Background: an optimization exercise with open tools, aiming at small area and a short achievable clock period. Do not read the settings as production practice.
Function was not checked in any run shown here: the RTL went through the layout flow alone.
No activity file was given, so power comes from the tool's default toggle rates.

==> design/flow/design.v <==
module pwl(
  input signed [13:0] x,
  input signed [13:0] x0,
  input signed [13:0] x1,
  input signed [13:0] x2,
  input signed [13:0] x3,
  input signed [13:0] x4,
  input signed [13:0] x5,
  input signed [13:0] x6,
  input signed [13:0] x7,
  input signed [13:0] x8,
  input signed [13:0] k0,
  input signed [13:0] k1,
  input signed [13:0] k2,
  input signed [13:0] k3,
  input signed [13:0] k4,
  input signed [13:0] k5,
  input signed [13:0] k6,
  input signed [13:0] k7,
  input signed [13:0] k8,
  input signed [13:0] k9,
  input signed [13:0] b0,
  input signed [13:0] b1,
  input signed [13:0] b2,
  input signed [13:0] b3,
  input signed [13:0] b4,
  input signed [13:0] b5,
  input signed [13:0] b6,
  input signed [13:0] b7,
  input signed [13:0] b8,
  input signed [13:0] b9,
  input clk,
  output reg signed [27:0] out
);
wire [8:0] ge;
wire [13:0] nx = ~x;
pwl_ge14 u_ge0(.nx(nx), .b(x0), .y(ge[0]));
pwl_ge14 u_ge1(.nx(nx), .b(x1), .y(ge[1]));
pwl_ge14 u_ge2(.nx(nx), .b(x2), .y(ge[2]));
pwl_ge14 u_ge3(.nx(nx), .b(x3), .y(ge[3]));
pwl_ge14 u_ge4(.nx(nx), .b(x4), .y(ge[4]));
pwl_ge14 u_ge5(.nx(nx), .b(x5), .y(ge[5]));
pwl_ge14 u_ge6(.nx(nx), .b(x6), .y(ge[6]));
pwl_ge14 u_ge7(.nx(nx), .b(x7), .y(ge[7]));
pwl_ge14 u_ge8(.nx(nx), .b(x8), .y(ge[8]));
wire [9:0] sel;
assign sel[0] = ~ge[8];
assign sel[1] = ge[8] & ~ge[7];
assign sel[2] = ge[7] & ~ge[6];
assign sel[3] = ge[6] & ~ge[5];
assign sel[4] = ge[5] & ~ge[4];
assign sel[5] = ge[4] & ~ge[3];
assign sel[6] = ge[3] & ~ge[2];
assign sel[7] = ge[2] & ~ge[1];
assign sel[8] = ge[1] & ~ge[0];
assign sel[9] = ge[0];
wire [27:0] kb_sel;
genvar g;
generate for (g = 0; g < 28; g = g + 1) begin : selb
  wire [9:0] d;
  if (g < 14) begin : kk
    assign d = {k9[g], k8[g], k7[g], k6[g], k5[g], k4[g], k3[g], k2[g], k1[g], k0[g]};
  end else begin : bb
    assign d = {b9[g-14], b8[g-14], b7[g-14], b6[g-14], b5[g-14], b4[g-14], b3[g-14], b2[g-14], b1[g-14], b0[g-14]};
  end
  pwl_sel10 u_sel(.s(sel), .d(d), .y(kb_sel[g]));
end endgenerate
wire [14:0] xe = {x, 1'b0};
wire [6:0] one_d, two_d, neg_d;
generate for (g = 0; g < 7; g = g + 1) begin : enc
  assign one_d[g] = xe[2*g+1] ^ xe[2*g];
  assign two_d[g] = (xe[2*g+2] & ~xe[2*g+1] & ~xe[2*g]) | (~xe[2*g+2] & xe[2*g+1] & xe[2*g]);
  assign neg_d[g] = xe[2*g+2];
end endgenerate
reg [13:0] k_r, b_r;
reg [6:0] one_r, two_r, neg_r;
always @(posedge clk) begin
  k_r <= kb_sel[13:0]; b_r <= kb_sel[27:14];
  one_r <= one_d; two_r <= two_d; neg_r <= neg_d;
end
wire pp0_0;
wire pp0_1;
wire pp0_2;
wire pp0_3;
wire pp0_4;
wire pp0_5;
wire pp0_6;
wire pp0_7;
wire pp0_8;
wire pp0_9;
wire pp0_10;
wire pp0_11;
wire pp0_12;
wire pp0_13;
wire pp0_14;
wire pp1_0;
wire pp1_1;
wire pp1_2;
wire pp1_3;
wire pp1_4;
wire pp1_5;
wire pp1_6;
wire pp1_7;
wire pp1_8;
wire pp1_9;
wire pp1_10;
wire pp1_11;
wire pp1_12;
wire pp1_13;
wire pp1_14;
wire pp2_0;
wire pp2_1;
wire pp2_2;
wire pp2_3;
wire pp2_4;
wire pp2_5;
wire pp2_6;
wire pp2_7;
wire pp2_8;
wire pp2_9;
wire pp2_10;
wire pp2_11;
wire pp2_12;
wire pp2_13;
wire pp2_14;
wire pp3_0;
wire pp3_1;
wire pp3_2;
wire pp3_3;
wire pp3_4;
wire pp3_5;
wire pp3_6;
wire pp3_7;
wire pp3_8;
wire pp3_9;
wire pp3_10;
wire pp3_11;
wire pp3_12;
wire pp3_13;
wire pp3_14;
wire pp4_0;
wire pp4_1;
wire pp4_2;
wire pp4_3;
wire pp4_4;
wire pp4_5;
wire pp4_6;
wire pp4_7;
wire pp4_8;
wire pp4_9;
wire pp4_10;
wire pp4_11;
wire pp4_12;
wire pp4_13;
wire pp4_14;
wire pp5_0;
wire pp5_1;
wire pp5_2;
wire pp5_3;
wire pp5_4;
wire pp5_5;
wire pp5_6;
wire pp5_7;
wire pp5_8;
wire pp5_9;
wire pp5_10;
wire pp5_11;
wire pp5_12;
wire pp5_13;
wire pp5_14;
wire pp6_0;
wire pp6_1;
wire pp6_2;
wire pp6_3;
wire pp6_4;
wire pp6_5;
wire pp6_6;
wire pp6_7;
wire pp6_8;
wire pp6_9;
wire pp6_10;
wire pp6_11;
wire pp6_12;
wire pp6_13;
wire pp6_14;
wire b13n;
wire n1;
wire n2;
wire n3;
wire n4;
wire n5;
wire n6;
wire n7;
wire s8, c9;
wire s10, c11;
wire s12, c13;
wire s14, c15;
wire s16, c17;
wire s18, c19;
wire s20, c21;
wire s22, c23;
wire s24, c25;
wire s26, c27;
wire s28, c29;
wire s30, c31;
wire s32, c33;
wire s34, c35;
wire s36, c37;
wire s38, c39;
wire s40, c41;
wire s42, c43;
wire s44, c45;
wire s46, c47;
wire s48, c49;
wire s50, c51;
wire s52, c53;
wire s54, c55;
wire s56, c57;
wire s58, c59;
wire s60, c61;
wire s62, c63;
wire s64, c65;
wire s66, c67;
wire s68, c69;
wire s70, c71;
wire s72, c73;
wire s74, c75;
wire s76, c77;
wire s78, c79;
wire s80, c81;
wire s82, c83;
wire s84, c85;
wire s86, c87;
wire s88, c89;
wire s90, c91;
wire s92, c93;
wire s94, c95;
wire s96, c97;
wire s98, c99;
wire s100, c101;
wire s102, c103;
wire s104, c105;
wire s106, c107;
wire s108, c109;
wire s110, c111;
wire s112, c113;
wire s114, c115;
wire s116, c117;
wire s118, c119;
wire s120, c121;
wire s122, c123;
wire s124, c125;
wire s126, c127;
wire s128, c129;
wire s130, c131;
wire s132, c133;
wire s134, c135;
wire s136, c137;
wire s138, c139;
wire s140, c141;
wire s142, c143;
wire s144, c145;
wire s146, c147;
wire s148, c149;
wire s150, c151;
wire s152, c153;
wire s154, c155;
wire s156, c157;
wire s158, c159;
wire s160, c161;
wire s162, c163;
wire s164, c165;
wire s166, c167;
wire s168, c169;
wire s170, c171;
wire s172, c173;
wire s174, c175;
wire s176, c177;
wire s178, c179;
wire s180, c181;
wire s182, c183;
wire s184, c185;
wire s186, c187;
wire s188, c189;
wire s190, c191;
wire s192, c193;
wire s194, c195;
wire s196, c197;
wire s198, c199;
wire s200, c201;
wire s202, c203;
wire s204, c205;
wire s206, c207;
wire s208, c209;
wire s210, c211;
wire s212, c213;
wire s214, c215;
wire s216, c217;
pwl_bpp0 u_pp0_0(.k1(k_r[0]), .one(one_r[0]), .neg(neg_r[0]), .y(pp0_0));
pwl_bpp u_pp0_1(.k1(k_r[1]), .k0(k_r[0]), .one(one_r[0]), .two(two_r[0]), .neg(neg_r[0]), .y(pp0_1));
pwl_bpp u_pp0_2(.k1(k_r[2]), .k0(k_r[1]), .one(one_r[0]), .two(two_r[0]), .neg(neg_r[0]), .y(pp0_2));
pwl_bpp u_pp0_3(.k1(k_r[3]), .k0(k_r[2]), .one(one_r[0]), .two(two_r[0]), .neg(neg_r[0]), .y(pp0_3));
pwl_bpp u_pp0_4(.k1(k_r[4]), .k0(k_r[3]), .one(one_r[0]), .two(two_r[0]), .neg(neg_r[0]), .y(pp0_4));
pwl_bpp u_pp0_5(.k1(k_r[5]), .k0(k_r[4]), .one(one_r[0]), .two(two_r[0]), .neg(neg_r[0]), .y(pp0_5));
pwl_bpp u_pp0_6(.k1(k_r[6]), .k0(k_r[5]), .one(one_r[0]), .two(two_r[0]), .neg(neg_r[0]), .y(pp0_6));
pwl_bpp u_pp0_7(.k1(k_r[7]), .k0(k_r[6]), .one(one_r[0]), .two(two_r[0]), .neg(neg_r[0]), .y(pp0_7));
pwl_bpp u_pp0_8(.k1(k_r[8]), .k0(k_r[7]), .one(one_r[0]), .two(two_r[0]), .neg(neg_r[0]), .y(pp0_8));
pwl_bpp u_pp0_9(.k1(k_r[9]), .k0(k_r[8]), .one(one_r[0]), .two(two_r[0]), .neg(neg_r[0]), .y(pp0_9));
pwl_bpp u_pp0_10(.k1(k_r[10]), .k0(k_r[9]), .one(one_r[0]), .two(two_r[0]), .neg(neg_r[0]), .y(pp0_10));
pwl_bpp u_pp0_11(.k1(k_r[11]), .k0(k_r[10]), .one(one_r[0]), .two(two_r[0]), .neg(neg_r[0]), .y(pp0_11));
pwl_bpp u_pp0_12(.k1(k_r[12]), .k0(k_r[11]), .one(one_r[0]), .two(two_r[0]), .neg(neg_r[0]), .y(pp0_12));
pwl_bpp u_pp0_13(.k1(k_r[13]), .k0(k_r[12]), .one(one_r[0]), .two(two_r[0]), .neg(neg_r[0]), .y(pp0_13));
pwl_bppn u_pp0_14(.k1(k_r[13]), .k0(k_r[13]), .one(one_r[0]), .two(two_r[0]), .neg(neg_r[0]), .y(pp0_14));
pwl_bpp0 u_pp1_0(.k1(k_r[0]), .one(one_r[1]), .neg(neg_r[1]), .y(pp1_0));
pwl_bpp u_pp1_1(.k1(k_r[1]), .k0(k_r[0]), .one(one_r[1]), .two(two_r[1]), .neg(neg_r[1]), .y(pp1_1));
pwl_bpp u_pp1_2(.k1(k_r[2]), .k0(k_r[1]), .one(one_r[1]), .two(two_r[1]), .neg(neg_r[1]), .y(pp1_2));
pwl_bpp u_pp1_3(.k1(k_r[3]), .k0(k_r[2]), .one(one_r[1]), .two(two_r[1]), .neg(neg_r[1]), .y(pp1_3));
pwl_bpp u_pp1_4(.k1(k_r[4]), .k0(k_r[3]), .one(one_r[1]), .two(two_r[1]), .neg(neg_r[1]), .y(pp1_4));
pwl_bpp u_pp1_5(.k1(k_r[5]), .k0(k_r[4]), .one(one_r[1]), .two(two_r[1]), .neg(neg_r[1]), .y(pp1_5));
pwl_bpp u_pp1_6(.k1(k_r[6]), .k0(k_r[5]), .one(one_r[1]), .two(two_r[1]), .neg(neg_r[1]), .y(pp1_6));
pwl_bpp u_pp1_7(.k1(k_r[7]), .k0(k_r[6]), .one(one_r[1]), .two(two_r[1]), .neg(neg_r[1]), .y(pp1_7));
pwl_bpp u_pp1_8(.k1(k_r[8]), .k0(k_r[7]), .one(one_r[1]), .two(two_r[1]), .neg(neg_r[1]), .y(pp1_8));
pwl_bpp u_pp1_9(.k1(k_r[9]), .k0(k_r[8]), .one(one_r[1]), .two(two_r[1]), .neg(neg_r[1]), .y(pp1_9));
pwl_bpp u_pp1_10(.k1(k_r[10]), .k0(k_r[9]), .one(one_r[1]), .two(two_r[1]), .neg(neg_r[1]), .y(pp1_10));
pwl_bpp u_pp1_11(.k1(k_r[11]), .k0(k_r[10]), .one(one_r[1]), .two(two_r[1]), .neg(neg_r[1]), .y(pp1_11));
pwl_bpp u_pp1_12(.k1(k_r[12]), .k0(k_r[11]), .one(one_r[1]), .two(two_r[1]), .neg(neg_r[1]), .y(pp1_12));
pwl_bpp u_pp1_13(.k1(k_r[13]), .k0(k_r[12]), .one(one_r[1]), .two(two_r[1]), .neg(neg_r[1]), .y(pp1_13));
pwl_bppn u_pp1_14(.k1(k_r[13]), .k0(k_r[13]), .one(one_r[1]), .two(two_r[1]), .neg(neg_r[1]), .y(pp1_14));
pwl_bpp0 u_pp2_0(.k1(k_r[0]), .one(one_r[2]), .neg(neg_r[2]), .y(pp2_0));
pwl_bpp u_pp2_1(.k1(k_r[1]), .k0(k_r[0]), .one(one_r[2]), .two(two_r[2]), .neg(neg_r[2]), .y(pp2_1));
pwl_bpp u_pp2_2(.k1(k_r[2]), .k0(k_r[1]), .one(one_r[2]), .two(two_r[2]), .neg(neg_r[2]), .y(pp2_2));
pwl_bpp u_pp2_3(.k1(k_r[3]), .k0(k_r[2]), .one(one_r[2]), .two(two_r[2]), .neg(neg_r[2]), .y(pp2_3));
pwl_bpp u_pp2_4(.k1(k_r[4]), .k0(k_r[3]), .one(one_r[2]), .two(two_r[2]), .neg(neg_r[2]), .y(pp2_4));
pwl_bpp u_pp2_5(.k1(k_r[5]), .k0(k_r[4]), .one(one_r[2]), .two(two_r[2]), .neg(neg_r[2]), .y(pp2_5));
pwl_bpp u_pp2_6(.k1(k_r[6]), .k0(k_r[5]), .one(one_r[2]), .two(two_r[2]), .neg(neg_r[2]), .y(pp2_6));
pwl_bpp u_pp2_7(.k1(k_r[7]), .k0(k_r[6]), .one(one_r[2]), .two(two_r[2]), .neg(neg_r[2]), .y(pp2_7));
pwl_bpp u_pp2_8(.k1(k_r[8]), .k0(k_r[7]), .one(one_r[2]), .two(two_r[2]), .neg(neg_r[2]), .y(pp2_8));
pwl_bpp u_pp2_9(.k1(k_r[9]), .k0(k_r[8]), .one(one_r[2]), .two(two_r[2]), .neg(neg_r[2]), .y(pp2_9));
pwl_bpp u_pp2_10(.k1(k_r[10]), .k0(k_r[9]), .one(one_r[2]), .two(two_r[2]), .neg(neg_r[2]), .y(pp2_10));
pwl_bpp u_pp2_11(.k1(k_r[11]), .k0(k_r[10]), .one(one_r[2]), .two(two_r[2]), .neg(neg_r[2]), .y(pp2_11));
pwl_bpp u_pp2_12(.k1(k_r[12]), .k0(k_r[11]), .one(one_r[2]), .two(two_r[2]), .neg(neg_r[2]), .y(pp2_12));
pwl_bpp u_pp2_13(.k1(k_r[13]), .k0(k_r[12]), .one(one_r[2]), .two(two_r[2]), .neg(neg_r[2]), .y(pp2_13));
pwl_bppn u_pp2_14(.k1(k_r[13]), .k0(k_r[13]), .one(one_r[2]), .two(two_r[2]), .neg(neg_r[2]), .y(pp2_14));
pwl_bpp0 u_pp3_0(.k1(k_r[0]), .one(one_r[3]), .neg(neg_r[3]), .y(pp3_0));
pwl_bpp u_pp3_1(.k1(k_r[1]), .k0(k_r[0]), .one(one_r[3]), .two(two_r[3]), .neg(neg_r[3]), .y(pp3_1));
pwl_bpp u_pp3_2(.k1(k_r[2]), .k0(k_r[1]), .one(one_r[3]), .two(two_r[3]), .neg(neg_r[3]), .y(pp3_2));
pwl_bpp u_pp3_3(.k1(k_r[3]), .k0(k_r[2]), .one(one_r[3]), .two(two_r[3]), .neg(neg_r[3]), .y(pp3_3));
pwl_bpp u_pp3_4(.k1(k_r[4]), .k0(k_r[3]), .one(one_r[3]), .two(two_r[3]), .neg(neg_r[3]), .y(pp3_4));
pwl_bpp u_pp3_5(.k1(k_r[5]), .k0(k_r[4]), .one(one_r[3]), .two(two_r[3]), .neg(neg_r[3]), .y(pp3_5));
pwl_bpp u_pp3_6(.k1(k_r[6]), .k0(k_r[5]), .one(one_r[3]), .two(two_r[3]), .neg(neg_r[3]), .y(pp3_6));
pwl_bpp u_pp3_7(.k1(k_r[7]), .k0(k_r[6]), .one(one_r[3]), .two(two_r[3]), .neg(neg_r[3]), .y(pp3_7));
pwl_bpp u_pp3_8(.k1(k_r[8]), .k0(k_r[7]), .one(one_r[3]), .two(two_r[3]), .neg(neg_r[3]), .y(pp3_8));
pwl_bpp u_pp3_9(.k1(k_r[9]), .k0(k_r[8]), .one(one_r[3]), .two(two_r[3]), .neg(neg_r[3]), .y(pp3_9));
pwl_bpp u_pp3_10(.k1(k_r[10]), .k0(k_r[9]), .one(one_r[3]), .two(two_r[3]), .neg(neg_r[3]), .y(pp3_10));
pwl_bpp u_pp3_11(.k1(k_r[11]), .k0(k_r[10]), .one(one_r[3]), .two(two_r[3]), .neg(neg_r[3]), .y(pp3_11));
pwl_bpp u_pp3_12(.k1(k_r[12]), .k0(k_r[11]), .one(one_r[3]), .two(two_r[3]), .neg(neg_r[3]), .y(pp3_12));
pwl_bpp u_pp3_13(.k1(k_r[13]), .k0(k_r[12]), .one(one_r[3]), .two(two_r[3]), .neg(neg_r[3]), .y(pp3_13));
pwl_bppn u_pp3_14(.k1(k_r[13]), .k0(k_r[13]), .one(one_r[3]), .two(two_r[3]), .neg(neg_r[3]), .y(pp3_14));
pwl_bpp0 u_pp4_0(.k1(k_r[0]), .one(one_r[4]), .neg(neg_r[4]), .y(pp4_0));
pwl_bpp u_pp4_1(.k1(k_r[1]), .k0(k_r[0]), .one(one_r[4]), .two(two_r[4]), .neg(neg_r[4]), .y(pp4_1));
pwl_bpp u_pp4_2(.k1(k_r[2]), .k0(k_r[1]), .one(one_r[4]), .two(two_r[4]), .neg(neg_r[4]), .y(pp4_2));
pwl_bpp u_pp4_3(.k1(k_r[3]), .k0(k_r[2]), .one(one_r[4]), .two(two_r[4]), .neg(neg_r[4]), .y(pp4_3));
pwl_bpp u_pp4_4(.k1(k_r[4]), .k0(k_r[3]), .one(one_r[4]), .two(two_r[4]), .neg(neg_r[4]), .y(pp4_4));
pwl_bpp u_pp4_5(.k1(k_r[5]), .k0(k_r[4]), .one(one_r[4]), .two(two_r[4]), .neg(neg_r[4]), .y(pp4_5));
pwl_bpp u_pp4_6(.k1(k_r[6]), .k0(k_r[5]), .one(one_r[4]), .two(two_r[4]), .neg(neg_r[4]), .y(pp4_6));
pwl_bpp u_pp4_7(.k1(k_r[7]), .k0(k_r[6]), .one(one_r[4]), .two(two_r[4]), .neg(neg_r[4]), .y(pp4_7));
pwl_bpp u_pp4_8(.k1(k_r[8]), .k0(k_r[7]), .one(one_r[4]), .two(two_r[4]), .neg(neg_r[4]), .y(pp4_8));
pwl_bpp u_pp4_9(.k1(k_r[9]), .k0(k_r[8]), .one(one_r[4]), .two(two_r[4]), .neg(neg_r[4]), .y(pp4_9));
pwl_bpp u_pp4_10(.k1(k_r[10]), .k0(k_r[9]), .one(one_r[4]), .two(two_r[4]), .neg(neg_r[4]), .y(pp4_10));
pwl_bpp u_pp4_11(.k1(k_r[11]), .k0(k_r[10]), .one(one_r[4]), .two(two_r[4]), .neg(neg_r[4]), .y(pp4_11));
pwl_bpp u_pp4_12(.k1(k_r[12]), .k0(k_r[11]), .one(one_r[4]), .two(two_r[4]), .neg(neg_r[4]), .y(pp4_12));
pwl_bpp u_pp4_13(.k1(k_r[13]), .k0(k_r[12]), .one(one_r[4]), .two(two_r[4]), .neg(neg_r[4]), .y(pp4_13));
pwl_bppn u_pp4_14(.k1(k_r[13]), .k0(k_r[13]), .one(one_r[4]), .two(two_r[4]), .neg(neg_r[4]), .y(pp4_14));
pwl_bpp0 u_pp5_0(.k1(k_r[0]), .one(one_r[5]), .neg(neg_r[5]), .y(pp5_0));
pwl_bpp u_pp5_1(.k1(k_r[1]), .k0(k_r[0]), .one(one_r[5]), .two(two_r[5]), .neg(neg_r[5]), .y(pp5_1));
pwl_bpp u_pp5_2(.k1(k_r[2]), .k0(k_r[1]), .one(one_r[5]), .two(two_r[5]), .neg(neg_r[5]), .y(pp5_2));
pwl_bpp u_pp5_3(.k1(k_r[3]), .k0(k_r[2]), .one(one_r[5]), .two(two_r[5]), .neg(neg_r[5]), .y(pp5_3));
pwl_bpp u_pp5_4(.k1(k_r[4]), .k0(k_r[3]), .one(one_r[5]), .two(two_r[5]), .neg(neg_r[5]), .y(pp5_4));
pwl_bpp u_pp5_5(.k1(k_r[5]), .k0(k_r[4]), .one(one_r[5]), .two(two_r[5]), .neg(neg_r[5]), .y(pp5_5));
pwl_bpp u_pp5_6(.k1(k_r[6]), .k0(k_r[5]), .one(one_r[5]), .two(two_r[5]), .neg(neg_r[5]), .y(pp5_6));
pwl_bpp u_pp5_7(.k1(k_r[7]), .k0(k_r[6]), .one(one_r[5]), .two(two_r[5]), .neg(neg_r[5]), .y(pp5_7));
pwl_bpp u_pp5_8(.k1(k_r[8]), .k0(k_r[7]), .one(one_r[5]), .two(two_r[5]), .neg(neg_r[5]), .y(pp5_8));
pwl_bpp u_pp5_9(.k1(k_r[9]), .k0(k_r[8]), .one(one_r[5]), .two(two_r[5]), .neg(neg_r[5]), .y(pp5_9));
pwl_bpp u_pp5_10(.k1(k_r[10]), .k0(k_r[9]), .one(one_r[5]), .two(two_r[5]), .neg(neg_r[5]), .y(pp5_10));
pwl_bpp u_pp5_11(.k1(k_r[11]), .k0(k_r[10]), .one(one_r[5]), .two(two_r[5]), .neg(neg_r[5]), .y(pp5_11));
pwl_bpp u_pp5_12(.k1(k_r[12]), .k0(k_r[11]), .one(one_r[5]), .two(two_r[5]), .neg(neg_r[5]), .y(pp5_12));
pwl_bpp u_pp5_13(.k1(k_r[13]), .k0(k_r[12]), .one(one_r[5]), .two(two_r[5]), .neg(neg_r[5]), .y(pp5_13));
pwl_bppn u_pp5_14(.k1(k_r[13]), .k0(k_r[13]), .one(one_r[5]), .two(two_r[5]), .neg(neg_r[5]), .y(pp5_14));
pwl_bpp0 u_pp6_0(.k1(k_r[0]), .one(one_r[6]), .neg(neg_r[6]), .y(pp6_0));
pwl_bpp u_pp6_1(.k1(k_r[1]), .k0(k_r[0]), .one(one_r[6]), .two(two_r[6]), .neg(neg_r[6]), .y(pp6_1));
pwl_bpp u_pp6_2(.k1(k_r[2]), .k0(k_r[1]), .one(one_r[6]), .two(two_r[6]), .neg(neg_r[6]), .y(pp6_2));
pwl_bpp u_pp6_3(.k1(k_r[3]), .k0(k_r[2]), .one(one_r[6]), .two(two_r[6]), .neg(neg_r[6]), .y(pp6_3));
pwl_bpp u_pp6_4(.k1(k_r[4]), .k0(k_r[3]), .one(one_r[6]), .two(two_r[6]), .neg(neg_r[6]), .y(pp6_4));
pwl_bpp u_pp6_5(.k1(k_r[5]), .k0(k_r[4]), .one(one_r[6]), .two(two_r[6]), .neg(neg_r[6]), .y(pp6_5));
pwl_bpp u_pp6_6(.k1(k_r[6]), .k0(k_r[5]), .one(one_r[6]), .two(two_r[6]), .neg(neg_r[6]), .y(pp6_6));
pwl_bpp u_pp6_7(.k1(k_r[7]), .k0(k_r[6]), .one(one_r[6]), .two(two_r[6]), .neg(neg_r[6]), .y(pp6_7));
pwl_bpp u_pp6_8(.k1(k_r[8]), .k0(k_r[7]), .one(one_r[6]), .two(two_r[6]), .neg(neg_r[6]), .y(pp6_8));
pwl_bpp u_pp6_9(.k1(k_r[9]), .k0(k_r[8]), .one(one_r[6]), .two(two_r[6]), .neg(neg_r[6]), .y(pp6_9));
pwl_bpp u_pp6_10(.k1(k_r[10]), .k0(k_r[9]), .one(one_r[6]), .two(two_r[6]), .neg(neg_r[6]), .y(pp6_10));
pwl_bpp u_pp6_11(.k1(k_r[11]), .k0(k_r[10]), .one(one_r[6]), .two(two_r[6]), .neg(neg_r[6]), .y(pp6_11));
pwl_bpp u_pp6_12(.k1(k_r[12]), .k0(k_r[11]), .one(one_r[6]), .two(two_r[6]), .neg(neg_r[6]), .y(pp6_12));
pwl_bpp u_pp6_13(.k1(k_r[13]), .k0(k_r[12]), .one(one_r[6]), .two(two_r[6]), .neg(neg_r[6]), .y(pp6_13));
pwl_bppn u_pp6_14(.k1(k_r[13]), .k0(k_r[13]), .one(one_r[6]), .two(two_r[6]), .neg(neg_r[6]), .y(pp6_14));
assign b13n = ~b_r[13];
assign n1 = ~b13n;
assign n2 = ~pp6_3;
assign n3 = ~pp6_5;
assign n4 = ~pp6_7;
assign n5 = ~pp6_9;
assign n6 = ~pp6_11;
assign n7 = ~pp6_13;
pwl_fa u_s8(.a(neg_r[0]), .b(b_r[0]), .c(pp0_0), .s(s8), .co(c9));
pwl_fa u_s10(.a(b_r[1]), .b(pp0_1), .c(c9), .s(s10), .co(c11));
pwl_fa u_s12(.a(neg_r[1]), .b(b_r[2]), .c(pp0_2), .s(s12), .co(c13));
pwl_fa u_s14(.a(pp1_0), .b(s12), .c(c11), .s(s14), .co(c15));
pwl_fa u_s16(.a(b_r[3]), .b(pp0_3), .c(pp1_1), .s(s16), .co(c17));
pwl_fa u_s18(.a(c13), .b(s16), .c(c15), .s(s18), .co(c19));
pwl_fa u_s20(.a(neg_r[2]), .b(b_r[4]), .c(pp0_4), .s(s20), .co(c21));
pwl_fa u_s22(.a(pp1_2), .b(pp2_0), .c(c17), .s(s22), .co(c23));
pwl_fa u_s24(.a(s20), .b(s22), .c(c19), .s(s24), .co(c25));
pwl_fa u_s26(.a(b_r[5]), .b(pp0_5), .c(pp1_3), .s(s26), .co(c27));
pwl_fa u_s28(.a(pp2_1), .b(c21), .c(s26), .s(s28), .co(c29));
pwl_ha u_s30(.a(c23), .b(s28), .s(s30), .co(c31));
pwl_fa u_s32(.a(neg_r[3]), .b(b_r[6]), .c(pp0_6), .s(s32), .co(c33));
pwl_fa u_s34(.a(pp1_4), .b(pp2_2), .c(pp3_0), .s(s34), .co(c35));
pwl_fa u_s36(.a(c27), .b(s32), .c(s34), .s(s36), .co(c37));
pwl_fa u_s38(.a(c29), .b(s36), .c(c31), .s(s38), .co(c39));
pwl_fa u_s40(.a(b_r[7]), .b(pp0_7), .c(pp1_5), .s(s40), .co(c41));
pwl_fa u_s42(.a(pp2_3), .b(pp3_1), .c(c33), .s(s42), .co(c43));
pwl_fa u_s44(.a(c35), .b(s40), .c(c37), .s(s44), .co(c45));
pwl_fa u_s46(.a(s42), .b(s44), .c(c39), .s(s46), .co(c47));
pwl_fa u_s48(.a(neg_r[4]), .b(b_r[8]), .c(pp0_8), .s(s48), .co(c49));
pwl_fa u_s50(.a(pp1_6), .b(pp2_4), .c(pp3_2), .s(s50), .co(c51));
pwl_fa u_s52(.a(pp4_0), .b(c41), .c(s48), .s(s52), .co(c53));
pwl_fa u_s54(.a(s50), .b(c43), .c(s52), .s(s54), .co(c55));
pwl_ha u_s56(.a(c45), .b(s54), .s(s56), .co(c57));
pwl_fa u_s58(.a(b_r[9]), .b(pp0_9), .c(pp1_7), .s(s58), .co(c59));
pwl_fa u_s60(.a(pp2_5), .b(pp3_3), .c(pp4_1), .s(s60), .co(c61));
pwl_fa u_s62(.a(c49), .b(c51), .c(s58), .s(s62), .co(c63));
pwl_fa u_s64(.a(s60), .b(c53), .c(s62), .s(s64), .co(c65));
pwl_fa u_s66(.a(c55), .b(s64), .c(c57), .s(s66), .co(c67));
pwl_fa u_s68(.a(neg_r[5]), .b(b_r[10]), .c(pp0_10), .s(s68), .co(c69));
pwl_fa u_s70(.a(pp1_8), .b(pp2_6), .c(pp3_4), .s(s70), .co(c71));
pwl_fa u_s72(.a(pp4_2), .b(pp5_0), .c(c59), .s(s72), .co(c73));
pwl_fa u_s74(.a(c61), .b(s68), .c(s70), .s(s74), .co(c75));
pwl_fa u_s76(.a(c63), .b(s72), .c(s74), .s(s76), .co(c77));
pwl_ha u_s78(.a(c65), .b(s76), .s(s78), .co(c79));
pwl_fa u_s80(.a(b_r[11]), .b(pp0_11), .c(pp1_9), .s(s80), .co(c81));
pwl_fa u_s82(.a(pp2_7), .b(pp3_5), .c(pp4_3), .s(s82), .co(c83));
pwl_fa u_s84(.a(pp5_1), .b(c69), .c(c71), .s(s84), .co(c85));
pwl_fa u_s86(.a(s80), .b(s82), .c(c73), .s(s86), .co(c87));
pwl_fa u_s88(.a(c75), .b(s84), .c(s86), .s(s88), .co(c89));
pwl_ha u_s90(.a(c77), .b(c79), .s(s90), .co(c91));
pwl_fa u_s92(.a(neg_r[6]), .b(b_r[12]), .c(pp0_12), .s(s92), .co(c93));
pwl_fa u_s94(.a(pp1_10), .b(pp2_8), .c(pp3_6), .s(s94), .co(c95));
pwl_fa u_s96(.a(pp4_4), .b(pp5_2), .c(pp6_0), .s(s96), .co(c97));
pwl_fa u_s98(.a(c81), .b(c83), .c(s92), .s(s98), .co(c99));
pwl_fa u_s100(.a(s94), .b(s96), .c(c85), .s(s100), .co(c101));
pwl_fa u_s102(.a(s98), .b(c87), .c(s100), .s(s102), .co(c103));
pwl_ha u_s104(.a(c89), .b(s102), .s(s104), .co(c105));
pwl_fa u_s106(.a(n1), .b(pp0_13), .c(pp1_11), .s(s106), .co(c107));
pwl_fa u_s108(.a(pp2_9), .b(pp3_7), .c(pp4_5), .s(s108), .co(c109));
pwl_fa u_s110(.a(pp5_3), .b(pp6_1), .c(c93), .s(s110), .co(c111));
pwl_fa u_s112(.a(c95), .b(c97), .c(s106), .s(s112), .co(c113));
pwl_fa u_s114(.a(s108), .b(c99), .c(s110), .s(s114), .co(c115));
pwl_fa u_s116(.a(s112), .b(c101), .c(s114), .s(s116), .co(c117));
pwl_ha u_s118(.a(c103), .b(s116), .s(s118), .co(c119));
pwl_fa u_s120(.a(b13n), .b(pp0_14), .c(pp1_12), .s(s120), .co(c121));
pwl_fa u_s122(.a(pp2_10), .b(pp3_8), .c(pp4_6), .s(s122), .co(c123));
pwl_fa u_s124(.a(pp5_4), .b(pp6_2), .c(c107), .s(s124), .co(c125));
pwl_fa u_s126(.a(c109), .b(s120), .c(s122), .s(s126), .co(c127));
pwl_fa u_s128(.a(c111), .b(c113), .c(s124), .s(s128), .co(c129));
pwl_fa u_s130(.a(s126), .b(c115), .c(s128), .s(s130), .co(c131));
pwl_ha u_s132(.a(c117), .b(s130), .s(s132), .co(c133));
pwl_fa u_s134(.a(pp1_13), .b(pp2_11), .c(pp3_9), .s(s134), .co(c135));
pwl_fa u_s136(.a(pp4_7), .b(pp5_5), .c(n2), .s(s136), .co(c137));
pwl_fa u_s138(.a(c121), .b(c123), .c(s134), .s(s138), .co(c139));
pwl_fa u_s140(.a(s136), .b(c125), .c(c127), .s(s140), .co(c141));
pwl_fa u_s142(.a(s138), .b(c129), .c(s140), .s(s142), .co(c143));
pwl_ha u_s144(.a(c131), .b(s142), .s(s144), .co(c145));
pwl_fa u_s146(.a(pp1_14), .b(pp2_12), .c(pp3_10), .s(s146), .co(c147));
pwl_fa u_s148(.a(pp4_8), .b(pp5_6), .c(pp6_4), .s(s148), .co(c149));
pwl_fa u_s150(.a(pp6_3), .b(c135), .c(s146), .s(s150), .co(c151));
pwl_fa u_s152(.a(s148), .b(c137), .c(c139), .s(s152), .co(c153));
pwl_fa u_s154(.a(s150), .b(c141), .c(s152), .s(s154), .co(c155));
pwl_ha u_s156(.a(c143), .b(s154), .s(s156), .co(c157));
pwl_fa u_s158(.a(pp2_13), .b(pp3_11), .c(pp4_9), .s(s158), .co(c159));
pwl_fa u_s160(.a(pp5_7), .b(n3), .c(c147), .s(s160), .co(c161));
pwl_fa u_s162(.a(c149), .b(s158), .c(c151), .s(s162), .co(c163));
pwl_fa u_s164(.a(s160), .b(c153), .c(s162), .s(s164), .co(c165));
pwl_ha u_s166(.a(c155), .b(s164), .s(s166), .co(c167));
pwl_fa u_s168(.a(pp2_14), .b(pp3_12), .c(pp4_10), .s(s168), .co(c169));
pwl_fa u_s170(.a(pp5_8), .b(pp6_6), .c(pp6_5), .s(s170), .co(c171));
pwl_fa u_s172(.a(c159), .b(s168), .c(s170), .s(s172), .co(c173));
pwl_fa u_s174(.a(c161), .b(s172), .c(c163), .s(s174), .co(c175));
pwl_ha u_s176(.a(c165), .b(s174), .s(s176), .co(c177));
pwl_fa u_s178(.a(pp3_13), .b(pp4_11), .c(pp5_9), .s(s178), .co(c179));
pwl_fa u_s180(.a(n4), .b(c169), .c(c171), .s(s180), .co(c181));
pwl_fa u_s182(.a(s178), .b(c173), .c(s180), .s(s182), .co(c183));
pwl_ha u_s184(.a(s182), .b(c175), .s(s184), .co(c185));
pwl_fa u_s186(.a(pp3_14), .b(pp4_12), .c(pp5_10), .s(s186), .co(c187));
pwl_fa u_s188(.a(pp6_8), .b(pp6_7), .c(c179), .s(s188), .co(c189));
pwl_fa u_s190(.a(s186), .b(c181), .c(s188), .s(s190), .co(c191));
pwl_ha u_s192(.a(c183), .b(s190), .s(s192), .co(c193));
pwl_fa u_s194(.a(pp4_13), .b(pp5_11), .c(n5), .s(s194), .co(c195));
pwl_fa u_s196(.a(c187), .b(s194), .c(c189), .s(s196), .co(c197));
pwl_fa u_s198(.a(c191), .b(s196), .c(c193), .s(s198), .co(c199));
pwl_fa u_s200(.a(pp4_14), .b(pp5_12), .c(pp6_10), .s(s200), .co(c201));
pwl_fa u_s202(.a(pp6_9), .b(s200), .c(c195), .s(s202), .co(c203));
pwl_ha u_s204(.a(s202), .b(c197), .s(s204), .co(c205));
pwl_fa u_s206(.a(pp5_13), .b(n6), .c(c201), .s(s206), .co(c207));
pwl_fa u_s208(.a(s206), .b(c203), .c(c205), .s(s208), .co(c209));
pwl_fa u_s210(.a(pp5_14), .b(pp6_12), .c(pp6_11), .s(s210), .co(c211));
pwl_ha u_s212(.a(s210), .b(c207), .s(s212), .co(c213));
pwl_fa u_s214(.a(n7), .b(c211), .c(c213), .s(s214), .co(c215));
pwl_fa u_s216(.a(pp6_14), .b(pp6_13), .c(c215), .s(s216), .co(c217));
reg [42:0] r2;
always @(posedge clk) r2 <= {c217, s216, s214, s212, c209, s208, s204, c199, s198, s192, c185, s184, c177, s176, c167, s166, c157, s156, c145, s144, c133, s132, c119, s118, c105, s104, c91, s90, s88, s78, c67, s66, s56, c47, s46, s38, s30, c25, s24, s18, s14, s10, s8};
wire cs228, cc229;
pwl_ha u_cs228(.a(r2[5]), .b(r2[6]), .s(cs228), .co(cc229));
wire cs234, cc235;
pwl_ha u_cs234(.a(r2[9]), .b(r2[10]), .s(cs234), .co(cc235));
wire cs236, cc237;
pwl_ha u_cs236(.a(r2[11]), .b(cc235), .s(cs236), .co(cc237));
wire cs238, cc239;
pwl_fa u_cs238(.a(r2[12]), .b(r2[13]), .c(cc237), .s(cs238), .co(cc239));
wire cs240, cc241;
pwl_fa u_cs240(.a(r2[14]), .b(r2[15]), .c(cc239), .s(cs240), .co(cc241));
wire cin242 = cc229;
wire cin243 = cc241 | ((r2[7] & r2[8] & cs234 & cs236 & cs238 & cs240) & cin242);
wire cs244, cc245;
pwl_ha u_cs244(.a(r2[16]), .b(r2[17]), .s(cs244), .co(cc245));
wire cs246, cc247;
pwl_fa u_cs246(.a(r2[18]), .b(r2[19]), .c(cc245), .s(cs246), .co(cc247));
wire cs248, cc249;
pwl_fa u_cs248(.a(r2[20]), .b(r2[21]), .c(cc247), .s(cs248), .co(cc249));
wire cs250, cc251;
pwl_fa u_cs250(.a(r2[22]), .b(r2[23]), .c(cc249), .s(cs250), .co(cc251));
wire cs252, cc253;
pwl_fa u_cs252(.a(r2[24]), .b(r2[25]), .c(cc251), .s(cs252), .co(cc253));
wire cs254, cc255;
pwl_fa u_cs254(.a(r2[26]), .b(r2[27]), .c(cc253), .s(cs254), .co(cc255));
wire cin256 = cin243;
wire cin257 = cc255 | ((cs244 & cs246 & cs248 & cs250 & cs252 & cs254) & cin256);
wire cs258, cc259;
pwl_ha u_cs258(.a(r2[28]), .b(r2[29]), .s(cs258), .co(cc259));
wire cs260, cc261;
pwl_fa u_cs260(.a(r2[30]), .b(r2[31]), .c(cc259), .s(cs260), .co(cc261));
wire cs262, cc263;
pwl_fa u_cs262(.a(r2[32]), .b(r2[33]), .c(cc261), .s(cs262), .co(cc263));
wire cs264, cc265;
pwl_ha u_cs264(.a(r2[34]), .b(cc263), .s(cs264), .co(cc265));
wire cs266, cc267;
pwl_fa u_cs266(.a(r2[35]), .b(r2[36]), .c(cc265), .s(cs266), .co(cc267));
wire cin268 = cin257;
wire cin269 = cc267 | ((cs258 & cs260 & cs262 & cs264 & cs266) & cin268);
wire cs272, cc273;
pwl_ha u_cs272(.a(r2[38]), .b(r2[39]), .s(cs272), .co(cc273));
wire cs274, cc275;
pwl_ha u_cs274(.a(r2[40]), .b(cc273), .s(cs274), .co(cc275));
wire cs276, cc277;
pwl_ha u_cs276(.a(r2[41]), .b(cc275), .s(cs276), .co(cc277));
wire cs278;
assign cs278 = ~(r2[42] ^ cc277);
wire cin280 = cin269;
wire cin281 = 1'b0 | ((r2[37] & cs272 & cs274 & cs276 & cs278) & cin280);
reg [27:0] s_r;
reg [3:0] ci_r;
always @(posedge clk) begin
  s_r <= {cs278, cs276, cs274, cs272, r2[37], cs266, cs264, cs262, cs260, cs258, cs254, cs252, cs250, cs248, cs246, cs244, cs240, cs238, cs236, cs234, r2[8], r2[7], cs228, r2[4], r2[3], r2[2], r2[1], r2[0]};
  ci_r <= {cin280, cin268, cin256, cin242};
end
always @(*) out = {(s_r[27] ^ (ci_r[3] & s_r[23] & s_r[24] & s_r[25] & s_r[26])), (s_r[26] ^ (ci_r[3] & s_r[23] & s_r[24] & s_r[25])), (s_r[25] ^ (ci_r[3] & s_r[23] & s_r[24])), (s_r[24] ^ (ci_r[3] & s_r[23])), (s_r[23] ^ (ci_r[3])), (s_r[22] ^ (ci_r[2] & s_r[18] & s_r[19] & s_r[20] & s_r[21])), (s_r[21] ^ (ci_r[2] & s_r[18] & s_r[19] & s_r[20])), (s_r[20] ^ (ci_r[2] & s_r[18] & s_r[19])), (s_r[19] ^ (ci_r[2] & s_r[18])), (s_r[18] ^ (ci_r[2])), (s_r[17] ^ (ci_r[1] & s_r[12] & s_r[13] & s_r[14] & s_r[15] & s_r[16])), (s_r[16] ^ (ci_r[1] & s_r[12] & s_r[13] & s_r[14] & s_r[15])), (s_r[15] ^ (ci_r[1] & s_r[12] & s_r[13] & s_r[14])), (s_r[14] ^ (ci_r[1] & s_r[12] & s_r[13])), (s_r[13] ^ (ci_r[1] & s_r[12])), (s_r[12] ^ (ci_r[1])), (s_r[11] ^ (ci_r[0] & s_r[6] & s_r[7] & s_r[8] & s_r[9] & s_r[10])), (s_r[10] ^ (ci_r[0] & s_r[6] & s_r[7] & s_r[8] & s_r[9])), (s_r[9] ^ (ci_r[0] & s_r[6] & s_r[7] & s_r[8])), (s_r[8] ^ (ci_r[0] & s_r[6] & s_r[7])), (s_r[7] ^ (ci_r[0] & s_r[6])), (s_r[6] ^ (ci_r[0])), s_r[5], s_r[4], s_r[3], s_r[2], s_r[1], s_r[0]};
endmodule
module pwl_ge14(input [13:0] nx, input [13:0] b, output y);
  wire [13:0] g, p;
  assign g[12:0] = ~(nx[12:0] | b[12:0]);
  assign p[12:0] = ~(nx[12:0] & b[12:0]);
  assign g[13] = nx[13] & b[13];
  assign p[13] = nx[13] | b[13];
  wire g10 = g[1] | (p[1] & p[0]);
  wire g32 = g[3] | (p[3] & g[2]);  wire p32 = p[3] & p[2];
  wire g54 = g[5] | (p[5] & g[4]);  wire p54 = p[5] & p[4];
  wire g76 = g[7] | (p[7] & g[6]);  wire p76 = p[7] & p[6];
  wire g98 = g[9] | (p[9] & g[8]);  wire p98 = p[9] & p[8];
  wire gba = g[11] | (p[11] & g[10]); wire pba = p[11] & p[10];
  wire gdc = g[13] | (p[13] & g[12]); wire pdc = p[13] & p[12];
  wire g3_0 = g32 | (p32 & g10);
  wire g7_4 = g76 | (p76 & g54); wire p7_4 = p76 & p54;
  wire gb_8 = gba | (pba & g98); wire pb_8 = pba & p98;
  wire g7_0 = g7_4 | (p7_4 & g3_0);
  wire gd_8 = gdc | (pdc & gb_8); wire pd_8 = pdc & pb_8;
  assign y = gd_8 | (pd_8 & g7_0);
endmodule
module pwl_sel10(input [9:0] s, input [9:0] d, output y);
  wire n0, n1, n2, n3;
  pwl_aoi222 u0(.s(s[2:0]), .d(d[2:0]), .yn(n0));
  pwl_aoi222 u1(.s(s[5:3]), .d(d[5:3]), .yn(n1));
  pwl_aoi222 u2(.s(s[8:6]), .d(d[8:6]), .yn(n2));
  assign n3 = ~(s[9] & d[9]);
  assign y = ~(n0 & n1 & n2 & n3);
endmodule
module pwl_aoi222(input [2:0] s, input [2:0] d, output yn);
  assign yn = ~((s[0] & d[0]) | (s[1] & d[1]) | (s[2] & d[2]));
endmodule
module pwl_bpp(input k1, input k0, input one, input two, input neg, output y);
  assign y = ((one & k1) | (two & k0)) ^ neg;
endmodule
module pwl_bpp0(input k1, input one, input neg, output y);
  assign y = (one & k1) ^ neg;
endmodule
module pwl_bppn(input k1, input k0, input one, input two, input neg, output y);
  assign y = ~(((one & k1) | (two & k0)) ^ neg);
endmodule
module pwl_fa(input a, input b, input c, output s, output co);
  assign s = a ^ b ^ c;
  assign co = (a & b) | (a & c) | (b & c);
endmodule
module pwl_ha(input a, input b, output s, output co);
  assign s = a ^ b;
  assign co = a & b;
endmodule
module pwl_ha1(input a, input b, output s, output co);
  assign s = ~(a ^ b);
  assign co = a | b;
endmodule
module pwl_ha_nn(input a, input b, output s, output co);
  assign s = a ^ b;
  assign co = ~(a | b);
endmodule
module pwl_ha_pn(input a, input b, output s, output co);
  assign s = a ^ b;
  assign co = a & ~b;
endmodule
==> design/flow/flow/run.sh <==
#!/bin/bash
# Standard ORFS layout (the standard.sh) with these changes:
#  - port buffers use sky130_fd_sc_hd__buf_1 instead of the resizer's default choice;
#  - buffers left by synthesis are removed at floorplan (repair_design re-buffers as needed);
#  - before floorplan every combinational cell is swapped for the smallest-area cell of the
#    same function (flow/downsize.tcl); later timing/design repair upsizes where needed;
#  - clock tree synthesis adds no dummy loads.
set -euo pipefail
here=$(pwd)
cat >> config.mk <<EOC
export BUFFER_PORTS_ARGS = -buffer_cell sky130_fd_sc_hd__buf_1
export REMOVE_ABC_BUFFERS = 1
export CTS_ARGS = -sink_clustering_enable -repair_clock_nets -dont_use_dummy_load -buf_list "sky130_fd_sc_hd__clkbuf_4 sky130_fd_sc_hd__clkbuf_8"
export PRE_FLOORPLAN_TCL = $here/flow/downsize.tcl
EOC
bash standard.sh > standard_flow.log 2>&1
==> design/flow/flow/downsize.tcl <==
# Replace each combinational cell with the smallest-area cell of the same function
# (same name stem, other drive strength). Registers, adders and tie cells are kept.
set n 0
set saved 0.0
foreach inst [get_cells *] {
  set cell [get_lib_cells -of_objects $inst]
  set ref [get_name $cell]
  if {![regexp {^(sky130_fd_sc_hd__[a-z0-9]+)_([0-9]+)$} $ref -> stem drive]} { continue }
  if {[regexp {__(df|dl|sdf|edf|fa|ha|conb|tap|clk|fill|decap|diode)} $stem]} { continue }
  set best $ref
  set best_area [get_property $cell area]
  foreach cand [get_lib_cells ${stem}_*] {
    set cname [get_name $cand]
    if {![regexp "^${stem}_\[0-9\]+\$" $cname]} { continue }
    set a [get_property $cand area]
    if {$a < $best_area - 1e-6} { set best $cname; set best_area $a }
  }
  if {$best ne $ref} {
    set saved [expr {$saved + [get_property $cell area] - $best_area}]
    replace_cell $inst $best
    incr n
  }
}
puts "downsize: replaced $n cells, saved [format %.1f $saved] um2"
==> design/flow/standard.sh <==
#!/bin/bash
# synth_recipe.tcl (not shown) runs the flow's synth.tcl, then flattens the netlist and writes it again
# the make line also repeats each setting of config.mk as NAME=value (left out here)
make -C /OpenROAD-flow-scripts/flow DESIGN_CONFIG=/design/flow/config.mk WORK_HOME=/design/flow/orfs CLKGATE_MAP_FILE= SYNTH_SCRIPT=/design/flow/synth_recipe.tcl "${@:-finish}"
==> design/flow/config.mk <==
export PLATFORM = sky130hd
export DESIGN_NAME = pwl
export DESIGN_NICKNAME = pwl
export VERILOG_FILES = /design/flow/design.v
export SDC_FILE = /design/flow/constraint.sdc
export NUM_CORES = 4
export LEC_CHECK = 0
export CAP_MARGIN = 20
export CORE_MARGIN = 2
export CORE_UTILIZATION = 40
export CTS_BUF_LIST = sky130_fd_sc_hd__clkbuf_4 sky130_fd_sc_hd__clkbuf_8
export SETUP_SLACK_MARGIN = 5
export SLEW_MARGIN = 20
export SYNTH_HIERARCHICAL = 1
export BUFFER_PORTS_ARGS = -buffer_cell sky130_fd_sc_hd__buf_1
export REMOVE_ABC_BUFFERS = 1
export CTS_ARGS = -sink_clustering_enable -repair_clock_nets -dont_use_dummy_load -buf_list "sky130_fd_sc_hd__clkbuf_4 sky130_fd_sc_hd__clkbuf_8"
export PRE_FLOORPLAN_TCL = /design/flow/flow/downsize.tcl
==> design/flow/constraint.sdc <==
create_clock -name core_clock -period 9.0 [get_ports {clk}]
set_input_delay 1.8000 -clock core_clock [delete_from_list [all_inputs] [get_ports {clk}]]
set_output_delay 1.8000 -clock core_clock [all_outputs]
set_load 0.01 [all_outputs]
==> results of run 1 <==
[how the worst max path moves through the flow]
stage | start | to | slack, ns | cells past startpoint
5_1_grt | x[10] | k_r[4] | 4.96 | 11
2_1_floorplan | x[10] | b_r[0] | 4.35 | 8
3_3_place_gp | x[7] | b_r[2] | 4.06 | 11
4_1_cts | x[12] | k_r[3] | 4.99 | 11
6_report | x[10] | k_r[13] | 4.96 | 11
3_5_place_dp | x[10] | k_r[12] | 4.04 | 12
[timing repair]
| item | in CTS | in global routing |
|---|---|---|
| gates cloned | 7 | 0 |
| buffers inserted | 39 | 3 |
| pin swaps | 3 | 22 |
| resized for setup | 36 | 44 |
| setup endpoints to repair | 28 | 28 |
[critical path: stages]
cell	delay (ns)
clkbuf_4	0.17
clkinvlp_4	0.15
buf_4	0.22
a2111oi_0	0.41
a21oi_1	0.11
a32oi_1	0.21
o21a_1	0.19
nor2b_2	0.05
buf_4	0.24
a222oi_1	0.61
nand4_1	0.16
[registers in the layout (all words and copies together), names as in the netlist]
name   flops
b_r       14
ci_r       4
k_r       14
neg_r      7
one_r      7
r2        43
s_r       28
two_r      7
[per-stage QoR]
| step | total power (W) | setup slack, ns |
|---|---|---|
| after detailed placement | 0.00329 | 4.04 |
| after global placement | 0.00325 | 4.06 |
| after CTS | 0.00369 | 4.99 |
| final | 0.00371 | 4.96 |
| after global routing | 0.00403 | 4.96 |
| after floorplan | 0.00239 | 4.35 |
[per-layer routing]
metal,vias to the layer above,GRT usage,share of wire
met5,-,0,0.00027
li1,4988,-,-
met3,117,0.103,0.12
met4,2,0.106,0.026
met1,5714,0.514,0.42
met2,873,0.522,0.43
[final cells by class]
class,instances,share of cell area
repair buffers,503,0.168
diodes,10,0.00193
multi-input cells,820,0.574
inverters,25,0.0110
well taps,324,0.0313
repair inverters,7,0.00406
clock buffers,17,0.0181
flip-flops and latches,124,0.192
[power by group]
group / switching (W) / leakage, nW / internal (W)
combinational: 0.00129 / 3.40 / 0.00106
clock: 0.000188 / 0.122 / 0.000165
sequential: 0.000180 / 1.04 / 0.000825
total: 0.00166 / 4.56 / 0.00205
==> metrics.cfg, run 1 <==
[routing]
num_vias = 11700
ant_nets = 0
drt_iter0_markers = 1870
routedWlPerCell_um = 26.5
routed_via_density = 6.39
routed_wl_um = 48500
drc_errors = 0
dr.pass1.iters = 10

[global_routing]
grt_antenna_before_repair = 8
gr-total-overflow = 0
grt_pass1_vias = 11000
grt_pass1_wl_um = 69000
grt_max_degree = 30
grt_usage = 0.358

[placement]
place.gp.congestion = 1.03
dpl.cell_count = 1754
postPlaceCellArea_sq_mm = 0.0121
hpwlAfterDp_um = 37700
io_buffers = 448

[timing]
hold_viol = 0
timing.setup.tns_ns = 0
worstMarginPinSlew_ns = 1.08
fin_crit_ns = 4.04
slew_violations = 0
slew-limit-headroom = 0.277
hold_ws_ns = 0.297
clock_skew_ns = 0.0308
setup_viol_count_final = 0
fin_crit_sh = 0.449
grt_setup_unrepaired = yes
fmax_ghz = 0.247

[worst_setup_path]
r2r-start = neg_r[2]
required_ns = 9.29
rr_worst_depth = 6
crit_type = in -> reg
cp_max_fo = 28
start_kind = input pin
cp-end-kind = flop
arrival_ns = 4.33
regToRegSetupSlack_ns = 5.41
worstReg2RegEnd = r2[21]

[clock_network]
cts_made_buffers = 17
hold_buffers = 0
cts.htree.levels = 4
path_clk_slew_ns = 0.08
worstSkewPairLatency_ns = 0.45
cts_buffer_depth = 2
cts.sinks = 124
cts_root_buf = clkbuf_8
cts_tree = done

[finish]
fillers = 2364
design_area_sq_mm = 0.0129
regArea_sq_mm = 0.00248
drive_above_1_share = 0.0869
final_common_cell = buf_1
layoutNonFillerInstCount = 1830
nets = 2061
layout_common_cells = buf_1 (436), a22oi_1 (125), dfxtp_1 (124), fa_1 (100), xnor2_1 (99)
final_util = 0.532
multiInputGateArea_sq_mm = 0.00743

[worst_hold_path]
hold_end = s_r[23]
hold_depth = 0
worstHoldStart = r2[37]
hold_path_class = reg -> reg

[floorplanning]
die_area_sq_mm = 0.0261
io_pins = 449
fp.dieH_um = 161
rows = 57
fp.dieW_um = 161
initial_core_util = 0.408
core_sq_mm = 0.0243

[power_and_ir_drop]
ir_drop_mv = 0.166
p_leak_nw = 4.56
pwr_density_cell_mw_per_mm2 = 286

[run_status]
outcome = no timing/DRC/antenna violations

[logic_synthesis]
ys.warnings.count = 7
syn_inst = 975

[flow_run]
maxCapViolCount = 0

==> inputs of run 2 (changes only) <==
--- a/design/flow/flow/run.sh
+++ b/design/flow/flow/run.sh
@@ -4,13 +4,15 @@
 #  - buffers left by synthesis are removed at floorplan (repair_design re-buffers as needed);
 #  - before floorplan every combinational cell is swapped for the smallest-area cell of the
 #    same function (flow/downsize.tcl); later timing/design repair upsizes where needed;
-#  - clock tree synthesis adds no dummy loads.
+#  - clock tree synthesis adds no dummy loads;
+#  - timing repair aims at a setup slack of 5.2 ns against the 9 ns clock.
 set -euo pipefail
 here=$(pwd)
 cat >> config.mk <<EOC
 export BUFFER_PORTS_ARGS = -buffer_cell sky130_fd_sc_hd__buf_1
 export REMOVE_ABC_BUFFERS = 1
 export CTS_ARGS = -sink_clustering_enable -repair_clock_nets -dont_use_dummy_load -buf_list "sky130_fd_sc_hd__clkbuf_4 sky130_fd_sc_hd__clkbuf_8"
+export SETUP_SLACK_MARGIN = 5.2
 export PRE_FLOORPLAN_TCL = $here/flow/downsize.tcl
 EOC
 bash standard.sh > standard_flow.log 2>&1
--- a/design/flow/config.mk
+++ b/design/flow/config.mk
@@ -9,10 +9,10 @@
 export CORE_MARGIN = 2
 export CORE_UTILIZATION = 40
 export CTS_BUF_LIST = sky130_fd_sc_hd__clkbuf_4 sky130_fd_sc_hd__clkbuf_8
-export SETUP_SLACK_MARGIN = 5
 export SLEW_MARGIN = 20
 export SYNTH_HIERARCHICAL = 1
 export BUFFER_PORTS_ARGS = -buffer_cell sky130_fd_sc_hd__buf_1
 export REMOVE_ABC_BUFFERS = 1
 export CTS_ARGS = -sink_clustering_enable -repair_clock_nets -dont_use_dummy_load -buf_list "sky130_fd_sc_hd__clkbuf_4 sky130_fd_sc_hd__clkbuf_8"
+export SETUP_SLACK_MARGIN = 5.2
 export PRE_FLOORPLAN_TCL = /design/flow/flow/downsize.tcl
==> run 2 against run 1 <==
Effect of this change: still clean; non-clock buffer count grew 48; combinational power grew 6%; sequential share of layout area shrank 1.3 points; critical path depth is the same; routed wire length grew 8.2%; global-route usage grew 0.12 points; via count grew 3.8%; cell count grew 2.6%; sequential power is essentially flat; largest power group unchanged.
==> metrics.cfg, run 2 <==
[finish]
top_regs = r2: 43 flops, s_r: 28 flops
drive_above_1_share = 0.130
design_area_sq_mm = 0.0139
final_util = 0.570
fillers = 2274
largest_reg_flops = 43
regMostFlops = r2
nets = 2109
layout_common_cells = buf_1 (433), a22oi_1 (125), dfxtp_1 (124), fa_1 (100), xnor2_1 (99)
final_common_cell = buf_1
multiInputGateArea_sq_mm = 0.00758
regArea_sq_mm = 0.00248

[worst_setup_path]
r2r-start = neg_r[2]
cp_max_fo = 6
path_buf_inv = 4
crit_type = in -> reg
path_cells = clkbuf_2 > clkinvlp_4 > buf_4 > o22ai_1 > a211oi_1 > nor2_1 > o21a_1 > nor2b_4 > buf_12 > a222oi_1 > nand4_1
worstReg2RegEnd = r2[21]
cp_slowest_cell = a222oi_1
crit_family = compound AO/OA/AOI/OAI gates
start_kind = input pin
arrival_ns = 4.28
rr_worst_depth = 6
required_ns = 9.27
cp-end-kind = flop
regToRegSetupSlack_ns = 5.39
cp_slowest_stage_delay_ns = 0.63

[placement]
io_buffers = 448
dp_slack_ns = 4.04
postPlaceCellArea_sq_mm = 0.0121
place.gp.congestion = 1.03
hpwlAfterDp_um = 37700

[timing]
setup_ws_ns = 4.99
slew_violations = 0
hold_viol = 0
timing.setup.tns_ns = 0
clock_skew_ns = 0.0335
setup_viol_count_final = 0
fin_crit_ns = 4.01
worstMarginPinSlew_ns = 1.09
grt_setup_unrepaired = yes
hold_ws_ns = 0.292
fin_crit_sh = 0.445
fmax_ghz = 0.250
slew-limit-headroom = 0.272

[clock_network]
worstSkewPairLatency_ns = 0.45
cts_buffer_depth = 2
cts.sinks = 124
cts.htree.levels = 4
hold_buffers = 0
cts_made_buffers = 17
cts_tree = done
cts_root_buf = clkbuf_8
path_clk_slew_ns = 0.08

[global_routing]
grt_usage = 0.359
grt_max_degree = 30
grt_pass1_wl_um = 69300
grt_pass1_vias = 11000
gr-total-overflow = 0
grt_antenna_before_repair = 9

[routing]
drc_errors = 0
routedWlPerCell_um = 27.9
ant_nets = 0
routed_via_density = 6.46
routed_wl_um = 52500
dr.pass1.iters = 10
num_vias = 12100
drt_iter0_markers = 1974

[worst_hold_path]
hold_depth = 0
worstHoldStart = r2[37]
hold_end = s_r[23]
hold_path_class = reg -> reg

[floorplanning]
core_sq_mm = 0.0243
die_area_sq_mm = 0.0261
rows = 57
io_pins = 449
initial_core_util = 0.408
fp.dieH_um = 161
fp.dieW_um = 161

[power_and_ir_drop]
p_leak_nw = 4.97
pwr_density_cell_mw_per_mm2 = 278
ir_drop_mv = 0.166

[logic_synthesis]
ys.warnings.count = 7
syn_inst = 975

[flow_run]
maxCapViolCount = 0

[run_status]
outcome = no timing/DRC/antenna violations

-- run 2: changes by cell type in the layout (fill, tap and decap cells not counted), moves of 5 or more --
cell	delta
buf_12	+13
buf_4	+20
buf_6	+5
clkbuf_16	+11
ha_1	-5
ha_2	+5
nor2b_2	-5
nor2b_4	+5
-- run 2: metrics by stage --
step,std cells,total power (W)
floorplan,969,0.00239
global placement,1754,0.00325
detailed placement,1754,0.00329
CTS,1818,0.00370
global route,1875,0.00416
finish,1878,0.00385
-- run 2: worst max-delay path by stage --
stage,start,endpoint,cells past startpoint
after floorplan,x[10],b_r[0],8
after global placement,x[7],b_r[2],11
after detailed placement,x[10],k_r[12],12
after CTS,x[10],k_r[12],12
after global routing,x[5],k_r[13],11
final,x[4],k_r[13],11
-- run 2: worst reg2reg max path: stages, from the launching register on --
cell and delay [ns]:
dfxtp_1 1.03, xnor2_1 0.23, fa_1 0.47, fa_1 0.50, fa_1 0.54, fa_1 0.43
ha_1 0.29
-- run 2: layout make-up --
class,count,share of cell area
repair buffers,551,0.212
diodes,10,0.00181
repair inverters,7,0.00379
flip-flops and latches,124,0.179
multi-input cells,820,0.547
clock buffers,17,0.0169
well taps,324,0.0293
inverters,25,0.0103
-- run 2: timing repair --
| action | in CTS | in global routing |
|---|---|---|
| setup buffers | 40 | 39 |
| setup endpoints to repair | 30 | 32 |
| pin swaps | 17 | 52 |
| cloned | 7 | 11 |
| gates resized for setup | 75 | 87 |
| hold endpoints to repair | 0 | 0 |
-- run 2: where the power goes --
| part | switching, W | internal, W |
|---|---|---|
| combinational | 0.00135 | 0.00114 |
| clock | 0.000187 | 0.000166 |
| sequential | 0.000182 | 0.000825 |
| total | 0.00172 | 0.00214 |
-- run 2: layer usage --
layer	vias to the layer above	GRT usage	routed length, um
met5	-	0	13
met4	2	0.107	2110
met3	163	0.0984	7100
met2	964	0.527	22300
met1	5928	0.516	21000
li1	5082	-	-
==> inputs of run 3 (changes only) <==
--- a/design/flow/design.v
+++ b/design/flow/design.v
@@ -593,15 +593,20 @@
   assign y = gd_8 | (pd_8 & g7_0);
 endmodule
 module pwl_sel10(input [9:0] s, input [9:0] d, output y);
-  wire n0, n1, n2, n3;
-  pwl_aoi222 u0(.s(s[2:0]), .d(d[2:0]), .yn(n0));
-  pwl_aoi222 u1(.s(s[5:3]), .d(d[5:3]), .yn(n1));
-  pwl_aoi222 u2(.s(s[8:6]), .d(d[8:6]), .yn(n2));
-  assign n3 = ~(s[9] & d[9]);
-  assign y = ~(n0 & n1 & n2 & n3);
+  wire [4:0] n;
+  genvar i;
+  generate for (i = 0; i < 5; i = i + 1) begin : g
+    pwl_aoi22 u(.a1(s[2*i]), .a2(d[2*i]), .b1(s[2*i+1]), .b2(d[2*i+1]), .y(n[i]));
+  end endgenerate
+  wire a;
+  pwl_and4 ua(.a(n[0]), .b(n[1]), .c(n[2]), .d(n[3]), .y(a));
+  assign y = ~(a & n[4]);
 endmodule
-module pwl_aoi222(input [2:0] s, input [2:0] d, output yn);
-  assign yn = ~((s[0] & d[0]) | (s[1] & d[1]) | (s[2] & d[2]));
+module pwl_aoi22(input a1, input a2, input b1, input b2, output y);
+  assign y = ~((a1 & a2) | (b1 & b2));
+endmodule
+module pwl_and4(input a, input b, input c, input d, output y);
+  assign y = a & b & c & d;
 endmodule
 module pwl_bpp(input k1, input k0, input one, input two, input neg, output y);
   assign y = ((one & k1) | (two & k0)) ^ neg;
--- a/design/flow/flow/run.sh
+++ b/design/flow/flow/run.sh
@@ -5,14 +5,14 @@
 #  - before floorplan every combinational cell is swapped for the smallest-area cell of the
 #    same function (flow/downsize.tcl); later timing/design repair upsizes where needed;
 #  - clock tree synthesis adds no dummy loads;
-#  - timing repair aims at a setup slack of 5.2 ns against the 9 ns clock.
+#  - timing repair aims at a setup slack of 5.1 ns against the 9 ns clock.
 set -euo pipefail
 here=$(pwd)
 cat >> config.mk <<EOC
 export BUFFER_PORTS_ARGS = -buffer_cell sky130_fd_sc_hd__buf_1
 export REMOVE_ABC_BUFFERS = 1
 export CTS_ARGS = -sink_clustering_enable -repair_clock_nets -dont_use_dummy_load -buf_list "sky130_fd_sc_hd__clkbuf_4 sky130_fd_sc_hd__clkbuf_8"
-export SETUP_SLACK_MARGIN = 5.2
+export SETUP_SLACK_MARGIN = 5.1
 export PRE_FLOORPLAN_TCL = $here/flow/downsize.tcl
 EOC
 bash standard.sh > standard_flow.log 2>&1
--- a/design/flow/config.mk
+++ b/design/flow/config.mk
@@ -14,5 +14,5 @@
 export BUFFER_PORTS_ARGS = -buffer_cell sky130_fd_sc_hd__buf_1
 export REMOVE_ABC_BUFFERS = 1
 export CTS_ARGS = -sink_clustering_enable -repair_clock_nets -dont_use_dummy_load -buf_list "sky130_fd_sc_hd__clkbuf_4 sky130_fd_sc_hd__clkbuf_8"
-export SETUP_SLACK_MARGIN = 5.2
+export SETUP_SLACK_MARGIN = 5.1
 export PRE_FLOORPLAN_TCL = /design/flow/flow/downsize.tcl
==> run 3 against run 2 <==
Effect of this change: still clean on timing, DRC and antenna; sequential share of layout area rose by 0.61 points; final area is 3.3% lower; combinational power shrank 8.4%; clock skew grew 0.0051 ns; worst setup slack improved by 0.031 ns; synthesized cell count up 5.7%; clock power increased by 1%; first-iteration DRC count is 26% lower.
==> metrics.cfg, run 3 <==
[routing]
met1_length_um = 19500
routed_wl_um = 47800
routedWlPerCell_um = 25.1
ant_nets = 0
wl_met3_um = 5030
drt_iter0_markers = 1459
drc_errors = 0
wl_met2_um = 20900
routed_via_density = 6.12
top_layer_used = met5
num_vias = 11600
dr.pass1.iters = 7

[finish]
design_area_sq_mm = 0.0134
largest_reg_flops = 43
drive_above_1_share = 0.0898
regMostFlops = r2
final_common_cell = buf_1
top_regs = r2: 43 flops, s_r: 28 flops
layout_common_cells = buf_1 (438), a22oi_1 (257), dfxtp_1 (124), fa_1 (100), xnor2_1 (99)
nets = 2124

[clock_network]
cts.sinks = 124
cts_buffer_depth = 2
cts_tree = done
hold_buffers = 0
cts.htree.levels = 4
path_clk_slew_ns = 0.06
worstSkewPairLatency_ns = 0.46
cts_root_buf = clkbuf_8
cts_made_buffers = 17

[power_and_ir_drop]
p_leak_nw = 4.74
pwr_density_cell_mw_per_mm2 = 272
total_power_w = 0.00364
ir_drop_mv = 0.159

[worst_setup_path]
crit_type = in -> reg
cp-end-kind = flop
required_ns = 9.32
cp_slowest_stage_delay_ns = 0.42
cp_slowest_cell = clkinvlp_4
arrival_ns = 4.29
cp_max_fo = 9
path_cells = buf_1 > clkinvlp_4 > o211ai_1 > a211oi_1 > nor2_2 > o21a_4 > nor2b_4 > buf_12 > buf_4 > a22oi_1 > and4_1 > nand2_1
start_kind = input pin

[timing]
worstMarginPinSlew_ns = 1.15
slew-limit-headroom = 0.234
hold_viol = 0
fin_crit_sh = 0.442
timing.setup.tns_ns = 0
fin_crit_ns = 3.97
clock_skew_ns = 0.0387
slew_violations = 0
grt_setup_unrepaired = yes
fmax_ghz = 0.252
setup_viol_count_final = 0

[floorplanning]
initial_core_util = 0.406
die_area_sq_mm = 0.0268
io_pins = 449
core_sq_mm = 0.0251
rows = 58
fp.dieW_um = 164
fp.dieH_um = 164

[placement]
place.gp.congestion = 1.09
io_buffers = 448
postPlaceCellArea_sq_mm = 0.0124
hpwlAfterDp_um = 37100

[worst_hold_path]
hold_path_class = reg -> reg

[logic_synthesis]
syn_inst = 1031
ys.warnings.count = 7

[global_routing]
grt_max_degree = 38
grt_antenna_before_repair = 12
grt_usage = 0.343
gr-total-overflow = 0
grt_pass1_vias = 10800
grt_pass1_wl_um = 67400

[flow_run]
maxCapViolCount = 0

[run_status]
outcome = no timing/DRC/antenna violations

[run 3: cell types whose count changed in the layout (fill, tap and decap cells not counted), sizes merged, moves of 9 or more]
| cell | before | now |
|---|---|---|
| buf | 536 | 501 |
| and4 | 0 | 28 |
| a22oi | 125 | 265 |
| nand4 | 31 | 3 |
| clkbuf | 32 | 23 |
| a222oi | 93 | 9 |
[run 3: worst paths after layout]
| check | cells past startpoint | from | slack (ns) | end |
|---|---|---|---|---|
| worst max-delay path | 12 | x[0] | 5.03 | b_r[9] |
| worst min-delay path | 0 | r2[1] | 0.32 | s_r[1] |
| worst max register to register | 6 | neg_r[1] | 5.33 | r2[21] |
| worst min register to register | 0 | r2[1] | 0.32 | s_r[1] |
[run 3: where the power goes]
part | leakage (nW) | internal, W | switching [W]
Sequential | 1.04 | 0.000825 | 0.000181
Combinational | 3.57 | 0.00105 | 0.00122
Clock | 0.122 | 0.000165 | 0.000192
Total | 4.74 | 0.00204 | 0.00160
[run 3: critical path: cells and delay by family]
kind / cells / cell delay [ns]
compound gates: 4 / 0.77
buf+inv: 4 / 1.11
simple gates: 4 / 0.60
[run 3: repair_timing]
item | CTS | global route
setup buffers | 32 | 19
endpoints found under the hold margin | 0 | 0
gates resized for setup | 41 | 37
gates cloned | 9 | 1
pin swaps | 1 | 10
setup endpoints to repair | 28 | 30
[run 3: stage by stage]
stage	utilization	hold WS (ns)	instances	setup WS, ns
after detailed placement	0.492	0.313	1811	3.90
after global placement	0.492	0.312	1811	3.95
final	0.534	0.325	1901	5.03
after floorplan	-	0.310	1025	4.35
after CTS	0.521	0.326	1869	5.05
after global routing	0.533	0.332	1899	5.10
[run 3: layout make-up]
type                    instances  area (sq um)
multi-input cells             879          7780
flip-flops and latches        124          2480
well taps                     330           413
inverters                      25           143
fillers                      2436         11700
diodes                         12          30.0
clock buffers                  17           234
repair buffers                507          2260
repair inverters                7          52.6
[run 3: layer usage]
| metal | track usage | vias up |
|---|---|---|
| met5 | 0.0303 | - |
| met4 | 0.141 | 4 |
| met3 | 0.0957 | 118 |
| met2 | 0.508 | 726 |
| met1 | 0.468 | 5670 |
| li1 | - | 5120 |

Check on run 3: ideal ports give 5.025 ns setup slack; a clkbuf_16 on the clock port and buf_2 on the inputs give 5.032 ns; moving port delays by the midpoint clock arrival (0.483 ns) as well gives 4.549 ns.
